This is an optimization exercise on Yosys and OpenROAD, whose aim is small area, a short achievable clock period and few clock cycles per item, not a production implementation. The RTL was checked by simulation tests, not by an equivalence proof against the original design.

## flow/design.v (module list and top-level ports; edited modules follow where they fit)
// module coeff_calc: 479 lines
// module fir: 5213 lines
// module fir_fa: 4 lines
// module fir_ha: 4 lines
module fir(
  clock,
  reset,
  calculate,
  data_in,
  data_out,
  data_good
);
  // ...
==> flow/flow/run.sh <==
#!/bin/bash
set -euo pipefail
MARGIN=$(cat flow/margin.txt)
TNS=$(cat flow/tns.txt)
# synthesis exactly as standard.sh does it
bash standard.sh synth > synth.log 2>&1
# the remaining steps: the same make command with the repair target added
sed -e "s|CLKGATE_MAP_FILE= |CLKGATE_MAP_FILE= SETUP_SLACK_MARGIN=$MARGIN TNS_END_PERCENT=$TNS 'BUFFER_PORTS_ARGS=-buffer_cell sky130_fd_sc_hd__buf_4' |" \
    standard.sh > flow_layout.sh
bash flow_layout.sh finish > layout.log 2>&1
test -f out/final.def
==> flow/flow/margin.txt <==
8.2
==> flow/flow/tns.txt <==
100
==> flow/standard.sh <==
#!/bin/bash
# synth_recipe.tcl (not shown) runs the flow's synth.tcl, then flattens the netlist and writes it again
# the make line also repeats each setting of config.mk as NAME=value (left out here)
make -C /OpenROAD-flow-scripts/flow DESIGN_CONFIG=/design/flow/config.mk WORK_HOME=/design/flow/orfs CLKGATE_MAP_FILE= SYNTH_SCRIPT=/design/flow/synth_recipe.tcl "${@:-finish}"
==> flow/config.mk <==
export PLATFORM = sky130hd
export DESIGN_NAME = fir
export DESIGN_NICKNAME = fir
export VERILOG_FILES = /design/flow/design.v
export SDC_FILE = /design/flow/constraint.sdc
export NUM_CORES = 4
export LEC_CHECK = 0
export ABC_CLOCK_PERIOD_IN_PS = 4000
export CAP_MARGIN = 20
export CORE_MARGIN = 2
export CORE_UTILIZATION = 65
export CTS_CLUSTER_DIAMETER = 100
export CTS_CLUSTER_SIZE = 24
export SLEW_MARGIN = 20
export SYNTH_HIERARCHICAL = 1
==> flow/constraint.sdc <==
create_clock -name core_clock -period 13.0 [get_ports {clock}]
set_input_delay 2.6000 -clock core_clock [delete_from_list [all_inputs] [get_ports {clock}]]
set_output_delay 2.6000 -clock core_clock [all_outputs]
set_load 0.01 [all_outputs]
==> results.cfg, run 1 <==
[synth]
ys_ff_latch = 1041
synth_edf_count = 1033
synth_seq_area_share_pct = 42.1

[finish]
most-common-layout-cells = 1,865 x fa_1, 1,033 x edfxtp_1, 380 x inv_1
final.signal_buffer_count = 56
multi_input_area_share_pct = 53.2
layout.cells.non_filler = 5353
top_area_cell_class = multi-input gates

[clock_network]
cts-hold-fix-buffers = 0

[sta]
final.min_clock_period_ns = 4.75
hold-worst-slack_ns = 0.427

[critical_path]
end_kind = flop
cp.buffers_inverters = 3
crit_path_max_incr_delay_ns = 0.57

[min_path]
hold_path_startpoint = H16[0]
hold_path_end = H17[0]

[route]
detail_route.wirelength.met1_mm = 66.3
met3_wirelength_mm = 10.5

[global_routing]
grt_first_pass_wirelength_mm = 249
grt_most_used_layer = met2
globalRouteMet1Util_pct = 45.9

[outcome]
status = timing/DRC/antenna clean

[floorplanning]
start_util_pct = 65.7
Testbench counts, summed over its fixed seeds: cycles 4,000, items 4,000.
==> run 2: changes to the inputs <==
--- a/flow/design.v
+++ b/flow/design.v
@@ -886,17 +886,17 @@
   reg R8_15_1;
   reg R8_16_0;
   reg R8_16_1;
   reg R8_17_0;
   reg R8_17_1;
   reg R8_18_0;
   reg R8_21_0;
   reg [6:0] Y0, Y1;
-  reg C15;
+  reg GL, GH, PH;
   wire [9:0] nH61 = ~H61;
   wire [9:0] nH62 = ~H62;
   wire [9:0] nH63 = ~H63;
   wire [9:0] nH64 = ~H64;
   wire [9:0] nH65 = ~H65;
   wire [9:0] nH52 = ~H52;
   wire [9:0] nH57 = ~H57;
   wire [9:0] nH60 = ~H60;
@@ -5167,106 +5167,82 @@
   wire [14:0] lo_a = {o_c2043, o_c2042, o_c2041, o_c2040, o_c2039, o_c2038, o_c2037, o_c2036, o_c2035, o_c2034, o_c2033, o_c2032, o_c2031, data_in[0], H0[0]};
   wire [14:0] lo_b = {o_s2044, o_s2043, o_s2042, o_s2041, o_s2040, o_s2039, o_s2038, o_s2037, o_s2036, o_s2035, o_s2034, o_s2033, o_s2032, o_s2031, R1_0_0};
   wire [6:0] hi_a = {R1_21_0, R1_20_0, o_c2048, o_c2047, o_c2046, o_c2045, o_c2044};
   wire [6:0] hi_b = {1'b0, o_c2049, o_s2049, o_s2048, o_s2047, o_s2046, o_s2045};
   wire [14:0] lp = lo_a ^ lo_b;
   wire [14:0] lg = lo_a & lo_b;
   wire [6:0] hp = hi_a ^ hi_b;
   wire [6:0] hg = hi_a & hi_b;
-  wire kl_g0_1 = lg[1] | (lp[1] & lg[0]);
-  wire kl_p0_1 = lp[1] & lp[0];
-  wire kl_g0_2 = lg[2] | (lp[2] & lg[1]);
-  wire kl_p0_2 = lp[2] & lp[1];
-  wire kl_g0_3 = lg[3] | (lp[3] & lg[2]);
-  wire kl_p0_3 = lp[3] & lp[2];
-  wire kl_g0_4 = lg[4] | (lp[4] & lg[3]);
-  wire kl_p0_4 = lp[4] & lp[3];
-  wire kl_g0_5 = lg[5] | (lp[5] & lg[4]);
-  wire kl_p0_5 = lp[5] & lp[4];
-  wire kl_g0_6 = lg[6] | (lp[6] & lg[5]);
-  wire kl_p0_6 = lp[6] & lp[5];
-  wire kl_g0_7 = lg[7] | (lp[7] & lg[6]);
-  wire kl_p0_7 = lp[7] & lp[6];
-  wire kl_g0_8 = lg[8] | (lp[8] & lg[7]);
-  wire kl_p0_8 = lp[8] & lp[7];
-  wire kl_g0_9 = lg[9] | (lp[9] & lg[8]);
-  wire kl_p0_9 = lp[9] & lp[8];
-  wire kl_g0_10 = lg[10] | (lp[10] & lg[9]);
-  wire kl_p0_10 = lp[10] & lp[9];
-  wire kl_g0_11 = lg[11] | (lp[11] & lg[10]);
-  wire kl_p0_11 = lp[11] & lp[10];
-  wire kl_g0_12 = lg[12] | (lp[12] & lg[11]);
-  wire kl_p0_12 = lp[12] & lp[11];
-  wire kl_g0_13 = lg[13] | (lp[13] & lg[12]);
-  wire kl_p0_13 = lp[13] & lp[12];
-  wire kl_g0_14 = lg[14] | (lp[14] & lg[13]);
-  wire kl_p0_14 = lp[14] & lp[13];
-  wire kl_g1_2 = kl_g0_2 | (kl_p0_2 & lg[0]);
-  wire kl_p1_2 = kl_p0_2 & lp[0];
-  wire kl_g1_3 = kl_g0_3 | (kl_p0_3 & kl_g0_1);
-  wire kl_p1_3 = kl_p0_3 & kl_p0_1;
-  wire kl_g1_4 = kl_g0_4 | (kl_p0_4 & kl_g0_2);
-  wire kl_p1_4 = kl_p0_4 & kl_p0_2;
-  wire kl_g1_5 = kl_g0_5 | (kl_p0_5 & kl_g0_3);
-  wire kl_p1_5 = kl_p0_5 & kl_p0_3;
-  wire kl_g1_6 = kl_g0_6 | (kl_p0_6 & kl_g0_4);
-  wire kl_p1_6 = kl_p0_6 & kl_p0_4;
-  wire kl_g1_7 = kl_g0_7 | (kl_p0_7 & kl_g0_5);
-  wire kl_p1_7 = kl_p0_7 & kl_p0_5;
-  wire kl_g1_8 = kl_g0_8 | (kl_p0_8 & kl_g0_6);
-  wire kl_p1_8 = kl_p0_8 & kl_p0_6;
-  wire kl_g1_9 = kl_g0_9 | (kl_p0_9 & kl_g0_7);
-  wire kl_p1_9 = kl_p0_9 & kl_p0_7;
-  wire kl_g1_10 = kl_g0_10 | (kl_p0_10 & kl_g0_8);
-  wire kl_p1_10 = kl_p0_10 & kl_p0_8;
-  wire kl_g1_11 = kl_g0_11 | (kl_p0_11 & kl_g0_9);
-  wire kl_p1_11 = kl_p0_11 & kl_p0_9;
-  wire kl_g1_12 = kl_g0_12 | (kl_p0_12 & kl_g0_10);
-  wire kl_p1_12 = kl_p0_12 & kl_p0_10;
-  wire kl_g1_13 = kl_g0_13 | (kl_p0_13 & kl_g0_11);
-  wire kl_p1_13 = kl_p0_13 & kl_p0_11;
-  wire kl_g1_14 = kl_g0_14 | (kl_p0_14 & kl_g0_12);
-  wire kl_p1_14 = kl_p0_14 & kl_p0_12;
-  wire kl_g2_4 = kl_g1_4 | (kl_p1_4 & lg[0]);
-  wire kl_p2_4 = kl_p1_4 & lp[0];
-  wire kl_g2_5 = kl_g1_5 | (kl_p1_5 & kl_g0_1);
-  wire kl_p2_5 = kl_p1_5 & kl_p0_1;
-  wire kl_g2_6 = kl_g1_6 | (kl_p1_6 & kl_g1_2);
-  wire kl_p2_6 = kl_p1_6 & kl_p1_2;
-  wire kl_g2_7 = kl_g1_7 | (kl_p1_7 & kl_g1_3);
-  wire kl_p2_7 = kl_p1_7 & kl_p1_3;
-  wire kl_g2_8 = kl_g1_8 | (kl_p1_8 & kl_g1_4);
-  wire kl_p2_8 = kl_p1_8 & kl_p1_4;
-  wire kl_g2_9 = kl_g1_9 | (kl_p1_9 & kl_g1_5);
-  wire kl_p2_9 = kl_p1_9 & kl_p1_5;
-  wire kl_g2_10 = kl_g1_10 | (kl_p1_10 & kl_g1_6);
-  wire kl_p2_10 = kl_p1_10 & kl_p1_6;
-  wire kl_g2_11 = kl_g1_11 | (kl_p1_11 & kl_g1_7);
-  wire kl_p2_11 = kl_p1_11 & kl_p1_7;
-  wire kl_g2_12 = kl_g1_12 | (kl_p1_12 & kl_g1_8);
-  wire kl_p2_12 = kl_p1_12 & kl_p1_8;
-  wire kl_g2_13 = kl_g1_13 | (kl_p1_13 & kl_g1_9);
-  wire kl_p2_13 = kl_p1_13 & kl_p1_9;
-  wire kl_g2_14 = kl_g1_14 | (kl_p1_14 & kl_g1_10);
-  wire kl_p2_14 = kl_p1_14 & kl_p1_10;
-  wire kl_g3_8 = kl_g2_8 | (kl_p2_8 & lg[0]);
-  wire kl_p3_8 = kl_p2_8 & lp[0];
-  wire kl_g3_9 = kl_g2_9 | (kl_p2_9 & kl_g0_1);
-  wire kl_p3_9 = kl_p2_9 & kl_p0_1;
-  wire kl_g3_10 = kl_g2_10 | (kl_p2_10 & kl_g1_2);
-  wire kl_p3_10 = kl_p2_10 & kl_p1_2;
-  wire kl_g3_11 = kl_g2_11 | (kl_p2_11 & kl_g1_3);
-  wire kl_p3_11 = kl_p2_11 & kl_p1_3;
-  wire kl_g3_12 = kl_g2_12 | (kl_p2_12 & kl_g2_4);
-  wire kl_p3_12 = kl_p2_12 & kl_p2_4;
-  wire kl_g3_13 = kl_g2_13 | (kl_p2_13 & kl_g2_5);
-  wire kl_p3_13 = kl_p2_13 & kl_p2_5;
-  wire kl_g3_14 = kl_g2_14 | (kl_p2_14 & kl_g2_6);
-  wire kl_p3_14 = kl_p2_14 & kl_p2_6;
+  wire [7:0] lpa = lp[7:0];
+  wire [7:0] lga = lg[7:0];
+  wire [6:0] lpb = lp[14:8];
+  wire [6:0] lgb = lg[14:8];
+  wire ka_g0_1 = lga[1] | (lpa[1] & lga[0]);
+  wire ka_p0_1 = lpa[1] & lpa[0];
+  wire ka_g0_2 = lga[2] | (lpa[2] & lga[1]);
+  wire ka_p0_2 = lpa[2] & lpa[1];
+  wire ka_g0_3 = lga[3] | (lpa[3] & lga[2]);
+  wire ka_p0_3 = lpa[3] & lpa[2];
+  wire ka_g0_4 = lga[4] | (lpa[4] & lga[3]);
+  wire ka_p0_4 = lpa[4] & lpa[3];
+  wire ka_g0_5 = lga[5] | (lpa[5] & lga[4]);
+  wire ka_p0_5 = lpa[5] & lpa[4];
+  wire ka_g0_6 = lga[6] | (lpa[6] & lga[5]);
+  wire ka_p0_6 = lpa[6] & lpa[5];
+  wire ka_g0_7 = lga[7] | (lpa[7] & lga[6]);
+  wire ka_p0_7 = lpa[7] & lpa[6];
+  wire ka_g1_2 = ka_g0_2 | (ka_p0_2 & lga[0]);
+  wire ka_p1_2 = ka_p0_2 & lpa[0];
+  wire ka_g1_3 = ka_g0_3 | (ka_p0_3 & ka_g0_1);
+  wire ka_p1_3 = ka_p0_3 & ka_p0_1;
+  wire ka_g1_4 = ka_g0_4 | (ka_p0_4 & ka_g0_2);
+  wire ka_p1_4 = ka_p0_4 & ka_p0_2;
+  wire ka_g1_5 = ka_g0_5 | (ka_p0_5 & ka_g0_3);
+  wire ka_p1_5 = ka_p0_5 & ka_p0_3;
+  wire ka_g1_6 = ka_g0_6 | (ka_p0_6 & ka_g0_4);
+  wire ka_p1_6 = ka_p0_6 & ka_p0_4;
+  wire ka_g1_7 = ka_g0_7 | (ka_p0_7 & ka_g0_5);
+  wire ka_p1_7 = ka_p0_7 & ka_p0_5;
+  wire ka_g2_4 = ka_g1_4 | (ka_p1_4 & lga[0]);
+  wire ka_p2_4 = ka_p1_4 & lpa[0];
+  wire ka_g2_5 = ka_g1_5 | (ka_p1_5 & ka_g0_1);
+  wire ka_p2_5 = ka_p1_5 & ka_p0_1;
+  wire ka_g2_6 = ka_g1_6 | (ka_p1_6 & ka_g1_2);
+  wire ka_p2_6 = ka_p1_6 & ka_p1_2;
+  wire ka_g2_7 = ka_g1_7 | (ka_p1_7 & ka_g1_3);
+  wire ka_p2_7 = ka_p1_7 & ka_p1_3;
+  wire kb_g0_1 = lgb[1] | (lpb[1] & lgb[0]);
+  wire kb_p0_1 = lpb[1] & lpb[0];
+  wire kb_g0_2 = lgb[2] | (lpb[2] & lgb[1]);
+  wire kb_p0_2 = lpb[2] & lpb[1];
+  wire kb_g0_3 = lgb[3] | (lpb[3] & lgb[2]);
+  wire kb_p0_3 = lpb[3] & lpb[2];
+  wire kb_g0_4 = lgb[4] | (lpb[4] & lgb[3]);
+  wire kb_p0_4 = lpb[4] & lpb[3];
+  wire kb_g0_5 = lgb[5] | (lpb[5] & lgb[4]);
+  wire kb_p0_5 = lpb[5] & lpb[4];
+  wire kb_g0_6 = lgb[6] | (lpb[6] & lgb[5]);
+  wire kb_p0_6 = lpb[6] & lpb[5];
+  wire kb_g1_2 = kb_g0_2 | (kb_p0_2 & lgb[0]);
+  wire kb_p1_2 = kb_p0_2 & lpb[0];
+  wire kb_g1_3 = kb_g0_3 | (kb_p0_3 & kb_g0_1);
+  wire kb_p1_3 = kb_p0_3 & kb_p0_1;
+  wire kb_g1_4 = kb_g0_4 | (kb_p0_4 & kb_g0_2);
+  wire kb_p1_4 = kb_p0_4 & kb_p0_2;
+  wire kb_g1_5 = kb_g0_5 | (kb_p0_5 & kb_g0_3);
+  wire kb_p1_5 = kb_p0_5 & kb_p0_3;
+  wire kb_g1_6 = kb_g0_6 | (kb_p0_6 & kb_g0_4);
+  wire kb_p1_6 = kb_p0_6 & kb_p0_4;
+  wire kb_g2_4 = kb_g1_4 | (kb_p1_4 & lgb[0]);
+  wire kb_p2_4 = kb_p1_4 & lpb[0];
+  wire kb_g2_5 = kb_g1_5 | (kb_p1_5 & kb_g0_1);
+  wire kb_p2_5 = kb_p1_5 & kb_p0_1;
+  wire kb_g2_6 = kb_g1_6 | (kb_p1_6 & kb_g1_2);
+  wire kb_p2_6 = kb_p1_6 & kb_p1_2;
   wire kh_g0_1 = hg[1] | (hp[1] & hg[0]);
   wire kh_p0_1 = hp[1] & hp[0];
   wire kh_g0_2 = hg[2] | (hp[2] & hg[1]);
   wire kh_p0_2 = hp[2] & hp[1];
   wire kh_g0_3 = hg[3] | (hp[3] & hg[2]);
   wire kh_p0_3 = hp[3] & hp[2];
   wire kh_g0_4 = hg[4] | (hp[4] & hg[3]);
   wire kh_p0_4 = hp[4] & hp[3];
@@ -5285,17 +5261,19 @@
   wire kh_g1_6 = kh_g0_6 | (kh_p0_6 & kh_g0_4);
   wire kh_p1_6 = kh_p0_6 & kh_p0_4;
   wire kh_g2_4 = kh_g1_4 | (kh_p1_4 & hg[0]);
   wire kh_p2_4 = kh_p1_4 & hp[0];
   wire kh_g2_5 = kh_g1_5 | (kh_p1_5 & kh_g0_1);
   wire kh_p2_5 = kh_p1_5 & kh_p0_1;
   wire kh_g2_6 = kh_g1_6 | (kh_p1_6 & kh_g1_2);
   wire kh_p2_6 = kh_p1_6 & kh_p1_2;
-  wire c15 = kl_g3_14;
+  wire g_lo = ka_g2_7;
+  wire g_hi = kb_g2_6;
+  wire p_hi = kb_p2_6;
   wire [6:0] hi0 = {hp[6] ^ kh_g2_5, hp[5] ^ kh_g2_4, hp[4] ^ kh_g1_3, hp[3] ^ kh_g1_2, hp[2] ^ kh_g0_1, hp[1] ^ hg[0], hp[0]};
   wire [6:0] hi1 = {hp[6] ^ (kh_g2_5 | kh_p2_5), hp[5] ^ (kh_g2_4 | kh_p2_4), hp[4] ^ (kh_g1_3 | kh_p1_3), hp[3] ^ (kh_g1_2 | kh_p1_2), hp[2] ^ (kh_g0_1 | kh_p0_1), hp[1] ^ (hg[0] | hp[0]), ~hp[0]};
   always @(posedge clock) begin
     if (shift) begin
       H0 <= clearing ? 10'h3ff : ~data_in;
       H1 <= H0;
       H2 <= H1;
       H3 <= H2;
@@ -5679,20 +5657,23 @@
       R8_17_0 <= s8_c259;
       R8_17_1 <= s8_s260;
       R8_18_0 <= s8_c260;
       R8_21_0 <= 1'b1;
     end
     if (calculate) begin
       Y0  <= hi0;
       Y1  <= hi1;
-      C15 <= c15;
+      GL <= g_lo;
+      GH <= g_hi;
+      PH <= p_hi;
     end
   end
-  wire [6:0] y_hi = C15 ? Y1 : Y0;
+  wire c15 = GH | (PH & GL);
+  wire [6:0] y_hi = c15 ? Y1 : Y0;
   assign data_out = {{3{y_hi[6]}}, y_hi};
 endmodule
 module fir_fa(input a, input b, input c, output s, output co);
   assign s = a ^ b ^ c;
   assign co = (a & b) | (a & c) | (b & c);
 endmodule
 module fir_ha(input a, input b, output s, output co);
   assign s = a ^ b;
==> flow/flow/margin.txt (replaced) <==
8.4
==> flow/config.mk (replaced) <==
export PLATFORM = sky130hd
export DESIGN_NAME = fir
export DESIGN_NICKNAME = fir
export VERILOG_FILES = /design/flow/design.v
export SDC_FILE = /design/flow/constraint.sdc
export NUM_CORES = 4
export LEC_CHECK = 0
export ABC_CLOCK_PERIOD_IN_PS = 2000
export CAP_MARGIN = 20
export CORE_MARGIN = 2
export CORE_UTILIZATION = 65
export SLEW_MARGIN = 20
export SYNTH_HIERARCHICAL = 1
==> run 2 against run 1 <==
Effect of this change:
- still clean on timing, DRC and antenna
- flip-flop and latch count is 2 higher
- non-clock buffer count rose by 45
- cell area rose by 3.3%
- wire length grew 2.5%
- worst hold slack got worse by 0.0067 ns
- synthesized cell count fell by 0.56%
- critical path depth fell by 2
- global-route usage rose by 0.90 points
- critical path type unchanged
==> results.cfg, run 2 <==
[clock_network]
cts_tree = built
cts.root.buffer_cell = clkbuf_16
clkTransAtPathRegs_ns = 0.06
clock_path_buffers = 3
numCtsBuffers = 110
cts-hold-fix-buffers = 0
cts.sinks = 1043
clk_latency_ns = 0.71
ctsHtreeMaxLevel = 3

[floorplanning]
dieArea_um2 = 117000
io_pins = 24
start_util_pct = 65.7
fp-row-count = 123
dieHeight_um = 342
die_width_um = 342
core-area_um2 = 113000

[synth]
synth_top_family_by_area = adder cells
synth.cells.most_frequent = 1,876 x fa_1, 1,035 x edfxtp_1, 384 x inv_1, 209 x ha_1, 27 x a21oi_1
synth_cells = 3705
synth_area_per_cell_um2 = 20.0
synth.lib_cells_used.distinct = 45
yosys.area.top_type = fa_1
yosysMostFrequentCell = fa_1
synth-async-reset-ratio_pct = 0.767
basic_gate_share_of_the_synthesized_area_counting_and_or_nand_and_nor_cells_pct = 0.390
synth_xor_xnor_area_share_pct = 0.413
synth_compound_gate_area_share_pct = 0.746
synth_nets = 5803
synth_seq_area_share_pct = 42.2
ys_ff_latch = 1043
yosys-mux-area-fraction_pct = 0.121
synth_edf_count = 1035
ys_dominant_reg_cell = edfxtp_1
syn-cell-area_um2 = 74200
synthAdderAreaFrac_pct = 54.2
yosys.area.top_type_share_pct = 50.6
synth_area_leaders = fa_1 51%, edfxtp_1 42%, ha_1 3.5%
synth-warning-count = 7

[critical_path]
worst-endpoint-required_ns = 13.45
worst-endpoint-arrival_ns = 5.35
rrSetupSlack_ns = 8.14
crit_path_start_kind = primary input
end_kind = flop
worstSetupPathType = primary input to flop
critical_path_peak_fanout = 4

[route]
detailroute.via_count = 32700
number_of_search_and_repair_iterations_in_the_first_detailed_routing_pass = 7
antenna_left = 0
post_drt_wl_per_cell_um = 30.0
finalWirelength_mm = 165
detail_route.drc_violations = 0
viasPerCell = 5.94
drt_iter0_drc = 3184

[sta]
setup_viol = 0
final.min_clock_period_ns = 4.90
maxSlewHeadroom_pct = 36.4
period_share_pct = 37.7
skew_ns = 0.0319
postLayoutSetupSlackWorst_ns = 8.10
clock.fmax_mhz = 204
hold_viol_final = 0
tns_ns = 0
hold-worst-slack_ns = 0.420
final-max-slew-violation-count = 0
worst_slew_pin_slew_ns = 0.954
setup_repair_after_global_routing_missed_its_margin = yes

[finish]
layout.cells.non_filler = 5505
n_fill_cell = 6757
layout.cells.most_common = fa_1
net_count_final = 6011
final_antenna_diode_count = 0
areaGrowthSynthToFinish_pct = 9.00
most-common-layout-cells = 1,854 x fa_1, 1,035 x edfxtp_1, 370 x inv_1
layout-drive-gt1-share_pct = 8.69

[global_routing]
grt_start_max_net_pins = 157
initial_antenna_violation_count = 0
grt_first_pass_wirelength_mm = 255
grt_pass1_vias = 39700
grt_overflow = 0
gr-usage-all-layers_pct = 30.8

[place]
port_buffer_cells = 23
place_congestion = 0.947
dp_slack_ns = 7.22
place_inst = 5230
place_hpwl_mm = 135

[min_path]
timing.hold.worst.class = flop to flop

[outcome]
status = timing/DRC/antenna clean

[job]
cap_violations = 0
run 2: changes by cell type in the layout (fill, tap and decap cells not counted), sizes merged, moves of 7 or more:
cell / delta
clkinvlp: +13
nand2: -9
bufinv: +11
a21o: +7
clkbuf: +73
clkinv: +37
buf: +42
run 2: area by class of cell:
| class | count | area, µm² | share of cell area (%) |
|---|---|---|---|
| flip-flops and latches | 1043 | 31300 | 38.7 |
| well taps | 1500 | 1880 | 2.32 |
| inverters | 384 | 1480 | 1.83 |
| clock buffers | 134 | 2930 | 3.62 |
| repair buffers | 101 | 965 | 1.19 |
| clock inverters | 70 | 688 | 0.851 |
| multi-input cells | 2273 | 41600 | 51.5 |
run 2: path summary, 6_finish.rpt:
| check | from | to | cells after the start |
|---|---|---|---|
| worst max register to register | H0[7] | GH | 15 |
| worst min-delay path | R5_20_0 | R4_20_0 | 0 |
| worst max-delay path | data_in[8] | GH | 12 |
| worst min register to register | R5_20_0 | R4_20_0 | 0 |
| min in group asynchronous | reset | clr_cnt[1] | 1 |
| max in group asynchronous | reset | clearing | 1 |
run 2: cells by family (layout without fill, tap and decap cells):
family | count (synthesis) | count (layout)
DFF | 1043 | 1043
adders and majority gates | 2085 | 2085
other | 1 | 1
AOI/OAI and AO/OA | 83 | 83
xor gates and xnor gates | 35 | 35
buffers and inverters | 390 | 689
muxes | 8 | 8
and+or+nand+nor | 60 | 61
run 2: per-module statistics from Yosys (local to each module, per instance):
module  cells  flops+latches  copies in the design
fir_fa      1              0                  1874
fir_ha      1              0                   156
fir      1675           1043                     1
run 2: per-layer routing:
metal	global-route usage, %	wire length [µm]
met1	46.2	67500
met2	48.2	82200
met3	6.08	11100
met5	0	0
met4	7.37	4180
run 2: per-stage QoR:
stage / cell area [µm²] / utilization [%]
floorplan: 74200 / -
global placement: 76400 / 67.7
detailed placement: 76400 / 67.7
CTS: 80500 / 71.3
global route: 80800 / 71.7
finish: 80800 / 71.7
run 2: critical path, stage by stage:
cell and delay, ns:
buf_4 0.15, fa_1 0.53, fa_1 0.44, fa_1 0.55
ha_4 0.22, a21o_1 0.16, a21o_1 0.16, a21o_1 0.16
a21oi_2 0.12, nor2b_1 0.06, o21ai_1 0.13, nand2b_1 0.07
run 2: repair_timing:
| item | 4_1_cts | 5_1_grt |
|---|---|---|
| gates cloned | 3 | 1 |
| buffers inserted | 36 | 31 |
| setup endpoints to repair | 581 | 474 |
| gates resized for setup | 24 | 39 |
| pin swaps | 21 | 38 |
Testbench counts of run 2, summed over its fixed seeds: cycles 4,000, items 4,000.

-- separate check: timing with driven ports --
In the flow no input, the clock included, has a driving cell. The finished layouts below were timed again as built, in two steps. Step 1 sets driving cells, clkbuf_16 on the clock port and buf_2 on the other inputs (assumed; they add their load-dependent delay and slew). Step 2 also shifts input and output timing later by t, the mid clock arrival at the registers, as if the neighbouring blocks saw the same clock. a / b / c = ideal / step 1 / step 2; a / b = the first two.
run	t (ns)	setup WS [ns]	hold WS [ns]	worst slew at a driven data input, ns	pins driven straight from the clock port
run 1	0.758	8.246 / 8.245 / 7.487	0.427 / 0.427 / 0.427	0.07	1
run 2	0.766	8.102 / 8.111 / 7.346	0.420 / 0.420 / 0.420	0.07	1
After both steps setup and hold are still met in every run listed. The setup slack of run 1, which loses most, moves by -0.001 ns with the drivers and by -0.759 ns with both steps.
